What follows belongs to an exercise in optimizing a design on an open flow for a short achievable clock period and few clock cycles; a production flow would make more cautious choices. RTL that was checked went through simulation tests only; none was proved equivalent to the original. The flow treats the clock pin as an ideal source, which a real chip does not have. Power is estimated from default activity; no workload was simulated.

Setup of build 18:
## mipsSystem
module mipsSystem(rst, clk, imem_addr, imem_rdata, dmem_we, dmem_addr, dmem_wdata, dmem_rdata, wb_en, wb_reg, wb_data);
For scale: roughly 9500 cells after synthesis, ~2100 flip-flops, ~200 I/O pins.
export LEC_CHECK = 0
export CAP_MARGIN = 20
export CORE_MARGIN = 2
export CORE_UTILIZATION = 40
export CTS_CLUSTER_DIAMETER = 80
export CTS_CLUSTER_SIZE = 25
export PLACE_DENSITY = 0.6
export SLEW_MARGIN = 20
create_clock -name core_clock -period 11.0 [get_ports {clk}]
standard.sh (not shown) runs the stock make flow with config.mk's settings and CLKGATE_MAP_FILE= SYNTH_SCRIPT=/design/flow/synth_recipe.tcl, a recipe that flattens the netlist after the stock synthesis.
==> flow/flow/run.sh <==
#!/bin/bash
# Standard ORFS layout with these changes to how it is made (the SDC is unchanged):
#  - synthesis is the standard flow's, but ABC maps with flow/abc.script (a delay-driven
#    mapping), and no full/half adder cells are extracted (ADDER_MAP_FILE empty);
#  - timing repair aimed at a setup margin well above the 11 ns clock, so that
#    repair keeps improving paths that already meet it;
#  - repair may resize cells to other footprints (MATCH_CELL_FOOTPRINT 0);
#  - before CTS, flow/pre_cts.tcl puts output registers next to their pins;
#  - after CTS, flow/post_cts.tcl strengthens the output port buffers and runs
#    more repair, and flow/post_grt.tcl repairs again after global routing.
set -euo pipefail
MARGIN=${MARGIN:-7.5}
export MY_ABC_SCRIPT=$PWD/flow/abc.script
bash standard.sh ADDER_MAP_FILE= SETUP_SLACK_MARGIN=$MARGIN MATCH_CELL_FOOTPRINT=0 \
  SYNTH_SCRIPT=$PWD/flow/synth.tcl PRE_CTS_TCL=$PWD/flow/pre_cts.tcl POST_CTS_TCL=$PWD/flow/post_cts.tcl POST_GLOBAL_ROUTE_TCL=$PWD/flow/post_grt.tcl finish > flow_make.log 2>&1
==> flow/flow/pre_cts.tcl <==
# Before CTS: each output port's register and buffer go next to the pin.
set blk [ord::get_db_block]
set core [$blk getCoreArea]
set cx0 [$core xMin]; set cy0 [$core yMin]; set cx1 [$core xMax]; set cy1 [$core yMax]
foreach bterm [$blk getBTerms] {
  if {[$bterm getIoType] != "OUTPUT"} continue
  set buf ""
  foreach it [[$bterm getNet] getITerms] { if {[$it isOutputSignal]} { set buf [$it getInst] } }
  if {$buf == ""} continue
  set in_net ""
  foreach it [$buf getITerms] { if {[$it isInputSignal]} { set in_net [$it getNet] } }
  if {$in_net == ""} continue
  set ff ""
  foreach it [$in_net getITerms] { if {[$it isOutputSignal]} { set ff [$it getInst] } }
  if {$ff == ""} continue
  set bb [$bterm getBBox]
  set x [expr {([$bb xMin] + [$bb xMax]) / 2}]
  set y [expr {([$bb yMin] + [$bb yMax]) / 2}]
  set x [expr {max($cx0, min($cx1 - 20000, $x))}]
  set y [expr {max($cy0, min($cy1 - 5440, $y))}]
  $ff setLocation $x $y
  $buf setLocation $x $y
}
detailed_placement
Other scripts of this flow, unchanged in this note and not shown: flow/flow/abc.script, flow/flow/post_cts.tcl, flow/flow/post_grt.tcl, flow/flow/synth.tcl
Build 18 completed every stage of the flow, and the final layout passed the timing, DRC and antenna checks.
## Diff of input files: build 70 against build 18
==> flow/flow/run.sh <==
#!/bin/bash
# Standard ORFS layout with these changes to how it is made (the SDC is unchanged):
#  - synthesis is the standard flow's, but ABC maps with flow/abc.script (a delay-driven
#    mapping), and no full/half adder cells are extracted (ADDER_MAP_FILE empty);
#  - timing repair aimed at a setup margin well above the 11 ns clock, so that
#    repair keeps improving paths that already meet it;
#  - repair may resize cells to other footprints (MATCH_CELL_FOOTPRINT 0);
#  - after CTS, flow/post_cts.tcl strengthens the output port buffers and runs
#    more repair, and flow/post_grt.tcl repairs again after global routing.
set -euo pipefail
MARGIN=${MARGIN:-7.5}
export MY_ABC_SCRIPT=$PWD/flow/abc.script
bash standard.sh ADDER_MAP_FILE= SETUP_SLACK_MARGIN=$MARGIN MATCH_CELL_FOOTPRINT=0 \
  SYNTH_SCRIPT=$PWD/flow/synth.tcl POST_CTS_TCL=$PWD/flow/post_cts.tcl POST_GLOBAL_ROUTE_TCL=$PWD/flow/post_grt.tcl finish > flow_make.log 2>&1
removed: flow/flow/pre_cts.tcl
==> comparison <==
- Build 70 vs. build 18: minimum setup slack in the final design -0.0046 ns, area share of xor/xnor cells in the synthesized design ~0 delta, design area -0.70%, final cell count without fillers -56.
- First-pass GRT wire length of build 70 is on par with build 18.
- There was hardly any difference in maximum frequency between build 18 and build 70.
- r_data[23] as the launching element of the worst setup path was reported by build 70, and e_a[2] by build 18.
Function was not checked in any run of this note: the RTL went through the layout flow alone.

---

== old ==
mipsSystem, a different RTL version from the one above (not shown whole).
Size in the first run: about 1300 flip-flops.
clock: 11.0 ns
lec_check: 0
cap_margin: 20
core_margin: 2
core_utilization: 40
place_density: 0.6
slew_margin: 20
==> flow/flow/run.sh <==
#!/bin/bash
# Standard ORFS layout, with timing repair aimed at a setup margin well above
# the design's period (the SDC is unchanged), so that repair keeps improving
# paths that already meet the 11 ns clock.
set -euo pipefail
MARGIN=${MARGIN:-7.5}
bash standard.sh SETUP_SLACK_MARGIN=$MARGIN ABC_CLOCK_PERIOD_IN_PS=3000 finish > flow_make.log 2>&1
No stage failed in old, and the final checks on the layout all came back clean.
Testbench counts of old, summed over its fixed seeds: cycles 139,507.
What new does differently from old at the input level:
-- flow/flow/run.sh --
<<< old, line 5
set -euo pipefail
MARGIN=${MARGIN:-7.5}
bash standard.sh SETUP_SLACK_MARGIN=$MARGIN ABC_CLOCK_PERIOD_IN_PS=3000 finish > flow_make.log 2>&1
>>> new, line 5
set -euo pipefail
MARGIN=${MARGIN:-8.0}
bash standard.sh SETUP_SLACK_MARGIN=$MARGIN ABC_CLOCK_PERIOD_IN_PS=3000 finish > flow_make.log 2>&1
[summary]
- The final layouts of new and old pass the timing, DRC and antenna checks.
- [compare] base=old new=new: power grew by 300 uW, fmax did not really move, average routed wire per standard cell rose about 3%, met3 global-route usage now larger.
- Looking at met2 demand-to-capacity share in global routing, new sits 3.6 points above old.
- Final design instance area without fill: new and old compared, lower one is old
- new: share of final layout cell area taken by non-clock buffers 3.1 points above old
- | power of the combinational group | new vs old | about 5.6% higher |

---

lane 1:
Another version of the RTL of mipsSystem (not shown whole).
Size: roughly 6100 cells after synthesis, ~1800 flip-flops, ~200 I/O pins, roughly 0.080 mm2 of cells after synthesis.
Design mipsSystem, start of the top module:
module mipsSystem(rst, clk, imem_addr, imem_rdata, dmem_we, dmem_addr, dmem_wdata, dmem_rdata, wb_en, wb_reg, wb_data);
export LEC_CHECK = 0
export CAP_MARGIN = 20
export CORE_MARGIN = 2
export CORE_UTILIZATION = 50
export PLACE_DENSITY = 0.65
export SLEW_MARGIN = 20
create_clock -name core_clock -period 11.0 [get_ports {clk}]
==> flow/flow/run.sh <==
#!/bin/bash
# Standard ORFS layout with these changes to how it is made (the SDC is unchanged):
#  - no extraction of full/half adder cells in synthesis (ADDER_MAP_FILE empty),
#    so that ABC maps the adders for speed;
#  - timing repair aimed at a setup margin well above the 11 ns clock, so that
#    repair keeps improving paths that already meet it;
#  - repair may resize cells to other footprints (MATCH_CELL_FOOTPRINT 0).
set -euo pipefail
MARGIN=${MARGIN:-7.5}
bash standard.sh ADDER_MAP_FILE= SETUP_SLACK_MARGIN=$MARGIN MATCH_CELL_FOOTPRINT=0 finish > flow_make.log 2>&1
Lane 1: flow completed, timing, DRC and antenna clean
#### Input delta (lane 2 over lane 1)
-- flow/config.mk --
<<< lane 1, line 9
export CORE_MARGIN = 2
export CORE_UTILIZATION = 50
export PLACE_DENSITY = 0.65
export SLEW_MARGIN = 20
>>> lane 2, line 9
export CORE_MARGIN = 2
export CORE_UTILIZATION = 40
export PLACE_DENSITY = 0.6
export SLEW_MARGIN = 20
--- outcome ---
- Changes observed in lane 2 relative to lane 1: power share of the clock group now smaller; buffering overhead climbed 0.18 points.
- Lane 2 against lane 1: multi-input combinational cell count level; final wirelength moved up.
- Looking at cell at the slowest stage of the critical path, the sky130_fd_sc_hd__dfrtp_2 result is from lane 2; the sky130_fd_sc_hd__edfxtp_1 one comes from lane 1.
Function was not checked in any run of this note: the RTL went through the layout flow alone.

---

mipsSystem, a different RTL version from the one above (not shown whole).
For scale: ~4,700 cells after synthesis, roughly 69,000 µm² of cells after synthesis.
clock: 11.0 ns
lec_check: 0
cap_margin: 20
core_margin: 2
core_utilization: 40
place_density: 0.6
slew_margin: 20
==> flow/flow/run.sh <==
#!/bin/bash
# Standard ORFS layout with two changes to how it is made (the SDC is unchanged):
#  - no extraction of full/half adder cells in synthesis (ADDER_MAP_FILE empty),
#    so that ABC maps the adders for speed;
#  - timing repair aimed at a setup margin well above the 11 ns clock, so that
#    repair keeps improving paths that already meet it.
set -euo pipefail
MARGIN=${MARGIN:-7.5}
bash standard.sh ADDER_MAP_FILE= SETUP_SLACK_MARGIN=$MARGIN ABC_CLOCK_PERIOD_IN_PS=3000 finish > flow_make.log 2>&1
The first run passed the timing, DRC and antenna checks.
Rerun with:
--- a/flow/flow/run.sh
+++ b/flow/flow/run.sh
@@ -9 +9 @@
-bash standard.sh ADDER_MAP_FILE= SETUP_SLACK_MARGIN=$MARGIN ABC_CLOCK_PERIOD_IN_PS=3000 finish > flow_make.log 2>&1
+bash standard.sh SETUP_SLACK_MARGIN=$MARGIN ABC_CLOCK_PERIOD_IN_PS=3000 finish > flow_make.log 2>&1
Outcome:
- The new run produced a clean layout
- cell count went down by 5.7%
- hold slack barely changes
- maximum frequency falls by 10%
- power goes up by 2.2%
- critical path depth grows by 3
- utilization is lower by 1.2 points
No run of this note included a check of the RTL's function; only the layout flow was run.

---

the baseline:
mipsSystem, a different RTL version from the one above (not shown whole).
Size in the first run: about 200 I/O pins, about 68000 um^2 of cells after synthesis.
Settings: LEC_CHECK=0, ABC_CLOCK_PERIOD_IN_PS=3000, CAP_MARGIN=20, CORE_MARGIN=2, CORE_UTILIZATION=40, PLACE_DENSITY=0.6, SETUP_SLACK_MARGIN=5, SLEW_MARGIN=20; clock period 11.0 ns.
run.sh (not shown) runs the stock make flow with config.mk's settings and CLKGATE_MAP_FILE= SYNTH_SCRIPT=/design/flow/synth_recipe.tcl, a recipe that flattens the netlist after the stock synthesis.
Stock flow here: none of the scripts above is used.
The flow did not stop early for the baseline: all stages ran, and the layout cleared the timing, DRC and antenna checks.
--- input diff the baseline..the candidate ---
diff --git a/flow/config.mk b/flow/config.mk
--- a/flow/config.mk
+++ b/flow/config.mk
@@ -7,3 +7,2 @@
 export LEC_CHECK = 0
-export ABC_CLOCK_PERIOD_IN_PS = 3000
 export CAP_MARGIN = 20
@@ -12,3 +11,2 @@
 export PLACE_DENSITY = 0.6
-export SETUP_SLACK_MARGIN = 5
 export SLEW_MARGIN = 20
Results
As far as total of flip-flops plus latches after synthesis goes, the baseline and the candidate are indistinguishable; the numbers are identical.
Comparing the baseline against the candidate, there is no change at all in synthesized instance count.
Sequential share of cell area delta (the candidate -> the baseline): insignificant
Re routed wire length: no difference whatsoever between the candidate and the baseline.
No functional check of the RTL was part of any run of this note.

---

Another version of the RTL of mipsSystem (not shown whole).
Size in the first run: ~9,300 cells after synthesis, roughly 2,100 flip-flops, about 200 I/O pins.
Design mipsSystem, start of the top module:
module mipsSystem(rst, clk, imem_addr, imem_rdata, dmem_we, dmem_addr, dmem_wdata, dmem_rdata, wb_en, wb_reg, wb_data);
clock: 11.0 ns
lec_check: 0
cap_margin: 20
core_margin: 2
core_utilization: 40
cts_cluster_diameter: 80
cts_cluster_size: 25
place_density: 0.6
slew_margin: 20
standard.sh (not shown) runs the stock make flow with config.mk's settings and CLKGATE_MAP_FILE= SYNTH_SCRIPT=/design/flow/synth_recipe.tcl, a recipe that flattens the netlist after the stock synthesis.
==> flow/flow/run.sh <==
#!/bin/bash
# Standard ORFS layout with these changes to how it is made (the SDC is unchanged):
#  - synthesis is the standard flow's, but ABC maps with flow/abc.script (a delay-driven
#    mapping), and no full/half adder cells are extracted (ADDER_MAP_FILE empty);
#  - timing repair aimed at a setup margin well above the 11 ns clock, so that
#    repair keeps improving paths that already meet it;
#  - repair may resize cells to other footprints (MATCH_CELL_FOOTPRINT 0);
#  - clock nets get the double-spacing non-default routing rule (CTS_ARGS);
#  - before CTS, flow/pre_cts.tcl puts output registers next to their pins;
#  - after CTS, flow/post_cts.tcl strengthens the output port buffers and runs
#    more repair, and flow/post_grt.tcl repairs again after global routing.
set -euo pipefail
MARGIN=${MARGIN:-7.5}
export MY_ABC_SCRIPT=$PWD/flow/abc.script
bash standard.sh ADDER_MAP_FILE= SETUP_SLACK_MARGIN=$MARGIN MATCH_CELL_FOOTPRINT=0 \
  "CTS_ARGS=-sink_clustering_enable -repair_clock_nets -sink_clustering_size 25 -sink_clustering_max_diameter 80 -apply_ndr full" SYNTH_SCRIPT=$PWD/flow/synth.tcl PRE_CTS_TCL=$PWD/flow/pre_cts.tcl POST_CTS_TCL=$PWD/flow/post_cts.tcl POST_GLOBAL_ROUTE_TCL=$PWD/flow/post_grt.tcl finish > flow_make.log 2>&1
==> flow/flow/post_cts.tcl <==
# Run after ORFS's own CTS-stage repair (POST_CTS_TCL hook). Constraints are
# the design's; the output delays are relaxed only while one repair pass runs
# (so that it works on the register-to-register paths), and put back before
# anything is written. Output port buffers are moved next to the registers that
# drive them and made strong, and those registers get their strongest size.
estimate_parasitics -placement
set blk [ord::get_db_block]
foreach bterm [$blk getBTerms] {
  if {[$bterm getIoType] != "OUTPUT"} continue
  set buf ""
  foreach it [[$bterm getNet] getITerms] { if {[$it isOutputSignal]} { set buf [$it getInst] } }
  if {$buf == ""} continue
  set in_net ""
  foreach it [$buf getITerms] { if {[$it isInputSignal]} { set in_net [$it getNet] } }
  if {$in_net == ""} continue
  set ff ""
  foreach it [$in_net getITerms] { if {[$it isOutputSignal]} { set ff [$it getInst] } }
  if {$ff == ""} continue
  set loc [$ff getLocation]
  $buf setLocation [lindex $loc 0] [lindex $loc 1]
  replace_cell [$buf getName] sky130_fd_sc_hd__buf_8
  set m [[$ff getMaster] getName]
  if {[regsub {_[0-9]+$} $m {_4} m4] && $m4 != $m && [llength [get_lib_cells -quiet */$m4]]} { replace_cell [$ff getName] $m4 }
}
detailed_placement
estimate_parasitics -placement
set outs [all_outputs]
set_output_delay 0.5 -clock core_clock $outs
repair_timing -setup -setup_margin 7.9 -repair_tns 100

set_output_delay 2.2 -clock core_clock $outs
repair_timing -setup -setup_margin 7.6 -repair_tns 100
detailed_placement
check_placement -verbose
estimate_parasitics -placement
puts "post_cts: worst setup slack [worst_slack -max]"
==> flow/flow/pre_cts.tcl <==
# Before CTS: each output port's register and buffer (but imem_addr's) go next
# to the pin.
set blk [ord::get_db_block]
set core [$blk getCoreArea]
set cx0 [$core xMin]; set cy0 [$core yMin]; set cx1 [$core xMax]; set cy1 [$core yMax]
foreach bterm [$blk getBTerms] {
  if {[$bterm getIoType] != "OUTPUT"} continue
  # imem_addr's registers stay where placement put them: their inputs are
  # the critical next-pc logic
  if {[string match "imem_addr*" [$bterm getName]]} continue
  set buf ""
  foreach it [[$bterm getNet] getITerms] { if {[$it isOutputSignal]} { set buf [$it getInst] } }
  if {$buf == ""} continue
  set in_net ""
  foreach it [$buf getITerms] { if {[$it isInputSignal]} { set in_net [$it getNet] } }
  if {$in_net == ""} continue
  set ff ""
  foreach it [$in_net getITerms] { if {[$it isOutputSignal]} { set ff [$it getInst] } }
  if {$ff == ""} continue
  set bb [$bterm getBBox]
  set x [expr {([$bb xMin] + [$bb xMax]) / 2}]
  set y [expr {([$bb yMin] + [$bb yMax]) / 2}]
  set x [expr {max($cx0, min($cx1 - 20000, $x))}]
  set y [expr {max($cy0, min($cy1 - 5440, $y))}]
  $ff setLocation $x $y
  $buf setLocation $x $y
}
detailed_placement
Other scripts of this flow, unchanged in this note and not shown: flow/flow/abc.script, flow/flow/post_grt.tcl, flow/flow/synth.tcl
The baseline produced a clean layout.
Testbench counts at the start, summed over its fixed seeds: cycles 139,596.
Then changed:
--- a/flow/flow/run.sh
+++ b/flow/flow/run.sh
@@ -8 +7,0 @@
-#  - clock nets get the double-spacing non-default routing rule (CTS_ARGS);
@@ -16 +15 @@
-  "CTS_ARGS=-sink_clustering_enable -repair_clock_nets -sink_clustering_size 25 -sink_clustering_max_diameter 80 -apply_ndr full" SYNTH_SCRIPT=$PWD/flow/synth.tcl PRE_CTS_TCL=$PWD/flow/pre_cts.tcl POST_CTS_TCL=$PWD/flow/post_cts.tcl POST_GLOBAL_ROUTE_TCL=$PWD/flow/post_grt.tcl finish > flow_make.log 2>&1
+  SYNTH_SCRIPT=$PWD/flow/synth.tcl PRE_CTS_TCL=$PWD/flow/pre_cts.tcl POST_CTS_TCL=$PWD/flow/post_cts.tcl POST_GLOBAL_ROUTE_TCL=$PWD/flow/post_grt.tcl finish > flow_make.log 2>&1
CORE_UTILIZATION = 45   (was 40)
=> The new run finished with timing, DRC and antenna clean. Synthesized area stays the same. Wire length came out higher by 2.0%. Hold slack improves by 0.011 ns. Via count came out higher by 1.0%. Power came out higher by 1.6%.
Then changed:
--- a/flow/flow/post_cts.tcl
+++ b/flow/flow/post_cts.tcl
@@ -5 +5,2 @@
-# drive them and made strong, and those registers get their strongest size.
+# drive them, and each such register and buffer pair gets the sizes that time
+# best (and is left alone by the repair passes here).
@@ -7,0 +9,2 @@
+set out_pairs {}
+set sized {}
@@ -21,3 +24 @@
-  replace_cell [$buf getName] sky130_fd_sc_hd__buf_8
-  set m [[$ff getMaster] getName]
-  if {[regsub {_[0-9]+$} $m {_4} m4] && $m4 != $m && [llength [get_lib_cells -quiet */$m4]]} { replace_cell [$ff getName] $m4 }
+  lappend out_pairs [list [$bterm getName] [$ff getName] [$buf getName]]
@@ -26,0 +28,24 @@
+
+# Size each output's register and buffer together: the pair with the best
+# slack at the port.
+foreach pr $out_pairs {
+  lassign $pr port ffn bufn
+  set base [get_property [get_lib_cells -of_objects [get_cells $ffn]] name]
+  regsub {_[0-9]+$} $base {} fam
+  set best_s -1e9; set best {}
+  foreach fsz {1 2 4} {
+    if {![llength [get_lib_cells -quiet */${fam}_$fsz]]} continue
+    replace_cell $ffn ${fam}_$fsz
+    foreach bsz {4 6 8 12} {
+      replace_cell $bufn sky130_fd_sc_hd__buf_$bsz
+      set sl [get_property [get_ports $port] slack_max]
+      if {$sl > $best_s} { set best_s $sl; set best [list ${fam}_$fsz sky130_fd_sc_hd__buf_$bsz] }
+    }
+  }
+  replace_cell $ffn [lindex $best 0]
+  replace_cell $bufn [lindex $best 1]
+  lappend sized $ffn $bufn
+}
+detailed_placement
+estimate_parasitics -placement
+set_dont_touch [get_cells $sized]
@@ -32,0 +58 @@
+unset_dont_touch [get_cells $sized]
CORE_UTILIZATION = 40   (was 45)
Outcome: Total power went down by 2.9%. Global-route usage went down by 6.3 points. Critical path depth is unchanged. Hold slack is about the same. Register-to-register slack loses 0.09 ns. Area after synthesis does not change.
Then changed:
--- a/flow/flow/post_cts.tcl
+++ b/flow/flow/post_cts.tcl
@@ -6 +6 @@
-# best (and is left alone by the repair passes here).
+# best (and is then left alone by repair).
@@ -10 +9,0 @@
-set sized {}
@@ -47 +46,2 @@
-  lappend sized $ffn $bufn
+  set_dont_touch [get_cells $ffn]
+  set_dont_touch [get_cells $bufn]
@@ -51 +50,0 @@
-set_dont_touch [get_cells $sized]
@@ -58 +56,0 @@
-unset_dont_touch [get_cells $sized]
--- a/flow/flow/pre_cts.tcl
+++ b/flow/flow/pre_cts.tcl
@@ -1,2 +1 @@
-# Before CTS: each output port's register and buffer (but imem_addr's) go next
-# to the pin.
+# Before CTS: each output port's register and buffer go next to the pin.
@@ -8,3 +6,0 @@
-  # imem_addr's registers stay where placement put them: their inputs are
-  # the critical next-pc logic
-  if {[string match "imem_addr*" [$bterm getName]]} continue
Outcome:
- Now the flow stopped in 5_1_grt
- area after synthesis stays the same
- synthesized cell count does not change
Then changed:
--- a/flow/flow/post_cts.tcl
+++ b/flow/flow/post_cts.tcl
@@ -5,2 +5 @@
-# drive them, and each such register and buffer pair gets the sizes that time
-# best (and is then left alone by repair).
+# drive them and made strong, and those registers get their strongest size.
@@ -9 +7,0 @@
-set out_pairs {}
@@ -23,25 +21,3 @@
-  lappend out_pairs [list [$bterm getName] [$ff getName] [$buf getName]]
-}
-detailed_placement
-estimate_parasitics -placement
-
-# Size each output's register and buffer together: the pair with the best
-# slack at the port.
-foreach pr $out_pairs {
-  lassign $pr port ffn bufn
-  set base [get_property [get_lib_cells -of_objects [get_cells $ffn]] name]
-  regsub {_[0-9]+$} $base {} fam
-  set best_s -1e9; set best {}
-  foreach fsz {1 2 4} {
-    if {![llength [get_lib_cells -quiet */${fam}_$fsz]]} continue
-    replace_cell $ffn ${fam}_$fsz
-    foreach bsz {4 6 8 12} {
-      replace_cell $bufn sky130_fd_sc_hd__buf_$bsz
-      set sl [get_property [get_ports $port] slack_max]
-      if {$sl > $best_s} { set best_s $sl; set best [list ${fam}_$fsz sky130_fd_sc_hd__buf_$bsz] }
-    }
-  }
-  replace_cell $ffn [lindex $best 0]
-  replace_cell $bufn [lindex $best 1]
-  set_dont_touch [get_cells $ffn]
-  set_dont_touch [get_cells $bufn]
+  replace_cell [$buf getName] sky130_fd_sc_hd__buf_8
+  set m [[$ff getMaster] getName]
+  if {[regsub {_[0-9]+$} $m {_4} m4] && $m4 != $m && [llength [get_lib_cells -quiet */$m4]]} { replace_cell [$ff getName] $m4 }
--- a/flow/flow/pre_cts.tcl
+++ b/flow/flow/pre_cts.tcl
@@ -1 +1,2 @@
-# Before CTS: each output port's register and buffer go next to the pin.
+# Before CTS: each output port's register and buffer (but imem_addr's) go next
+# to the pin.
@@ -6,0 +8,3 @@
+  # imem_addr's registers stay where placement put them: their inputs are
+  # the critical next-pc logic
+  if {[string match "imem_addr*" [$bterm getName]]} continue
Now the flow finished with timing, DRC and antenna clean.
Synthesized cell count does not change.
Area after synthesis stays the same.
Then changed:
--- a/flow/flow/post_cts.tcl
+++ b/flow/flow/post_cts.tcl
@@ -5 +5,2 @@
-# drive them and made strong, and those registers get their strongest size.
+# drive them, and each such register and buffer pair gets the sizes that time
+# best (and is then left alone by repair).
@@ -7,0 +9 @@
+set out_pairs {}
@@ -21,3 +23,25 @@
-  replace_cell [$buf getName] sky130_fd_sc_hd__buf_8
-  set m [[$ff getMaster] getName]
-  if {[regsub {_[0-9]+$} $m {_4} m4] && $m4 != $m && [llength [get_lib_cells -quiet */$m4]]} { replace_cell [$ff getName] $m4 }
+  lappend out_pairs [list [$bterm getName] [$ff getName] [$buf getName]]
+}
+detailed_placement
+estimate_parasitics -placement
+
+# Size each output's register and buffer together: the pair with the best
+# slack at the port.
+foreach pr $out_pairs {
+  lassign $pr port ffn bufn
+  set base [get_property [get_lib_cells -of_objects [get_cells $ffn]] name]
+  regsub {_[0-9]+$} $base {} fam
+  set best_s -1e9; set best {}
+  foreach fsz {1 2 4} {
+    if {![llength [get_lib_cells -quiet */${fam}_$fsz]]} continue
+    replace_cell $ffn ${fam}_$fsz
+    foreach bsz {4 6 8 12} {
+      replace_cell $bufn sky130_fd_sc_hd__buf_$bsz
+      set sl [get_property [get_ports $port] slack_max]
+      if {$sl > $best_s} { set best_s $sl; set best [list ${fam}_$fsz sky130_fd_sc_hd__buf_$bsz] }
+    }
+  }
+  replace_cell $ffn [lindex $best 0]
+  replace_cell $bufn [lindex $best 1]
+  set_dont_touch [get_cells $ffn]
+  set_dont_touch [get_cells $bufn]
After rerunning: This time the run stopped in 5_1_grt; area after synthesis is unchanged; synthesized cell count stays the same.

## static timing again, ports no longer ideal
No port has a modelled driver above. Below, the same layouts with a new extraction and two added sets of constraints. Step 1 assumes that a clkbuf_16 drives the clock port and a buf_2 every other input. Step 2 moves the port delays by t, midway between the first and last clock arrival at a register: inputs arrive t later, outputs are due t later. That takes back most of the time a late clock gives input paths. a / b / c = no drivers / after step 1 / after step 2; a / b = the first two.
| run | t (ns) | setup WS [ns] | clock arrival spread, ns | worst data-port slew with drivers (ns) |
|---|---|---|---|---|
| build 18 | 0.933 | 7.411 / 7.331 / 6.842 | 0.126 / 0.126 | 0.13 |
| build 70 | 0.935 | 7.407 / 7.307 / 6.814 | 0.115 / 0.115 | 0.15 |
| old | 0.877 | 6.846 / 6.850 / 6.004 | 0.035 / 0.035 | 0.39 |
| new | 0.879 | 6.843 / 6.858 / 5.998 | 0.037 / 0.038 | 0.37 |
| lane 1 | 0.927 | 7.267 / 7.255 / 6.685 | 0.060 / 0.059 | 0.12 |
| lane 2 | 0.955 | 7.314 / 7.212 / 6.597 | 0.082 / 0.083 | 0.07 |
| the first run of note 4 | 0.899 | 6.463 / 6.441 / 5.542 | 0.041 / 0.042 | 0.42 |
| the second run of note 4 | 0.876 | 5.957 / 5.895 / 5.019 | 0.025 / 0.026 | 0.41 |
| the baseline | 0.861 | 5.937 / 5.937 / 5.909 | 0.053 / 0.053 | 0.07 |
| the candidate | 0.861 | 5.937 / 5.937 / 5.909 | 0.053 / 0.053 | 0.07 |
| the first run of note 6 | 0.949 | 7.430 / 7.337 / 6.795 | 0.117 / 0.118 | 0.25 |
| the second run of note 6 | 0.961 | 7.423 / 7.325 / 6.796 | 0.071 / 0.071 | 0.25 |
| the third run of note 6 | 0.954 | 7.424 / 7.328 / 6.810 | 0.117 / 0.117 | 0.25 |
| the fifth run of note 6 | 0.949 | 7.430 / 7.337 / 6.795 | 0.117 / 0.118 | 0.25 |
After both steps setup and hold are still met in every run listed. For the second run of note 4, which loses most, drivers alone change the setup slack by -0.062 ns; drivers and shift together by -0.938 ns.
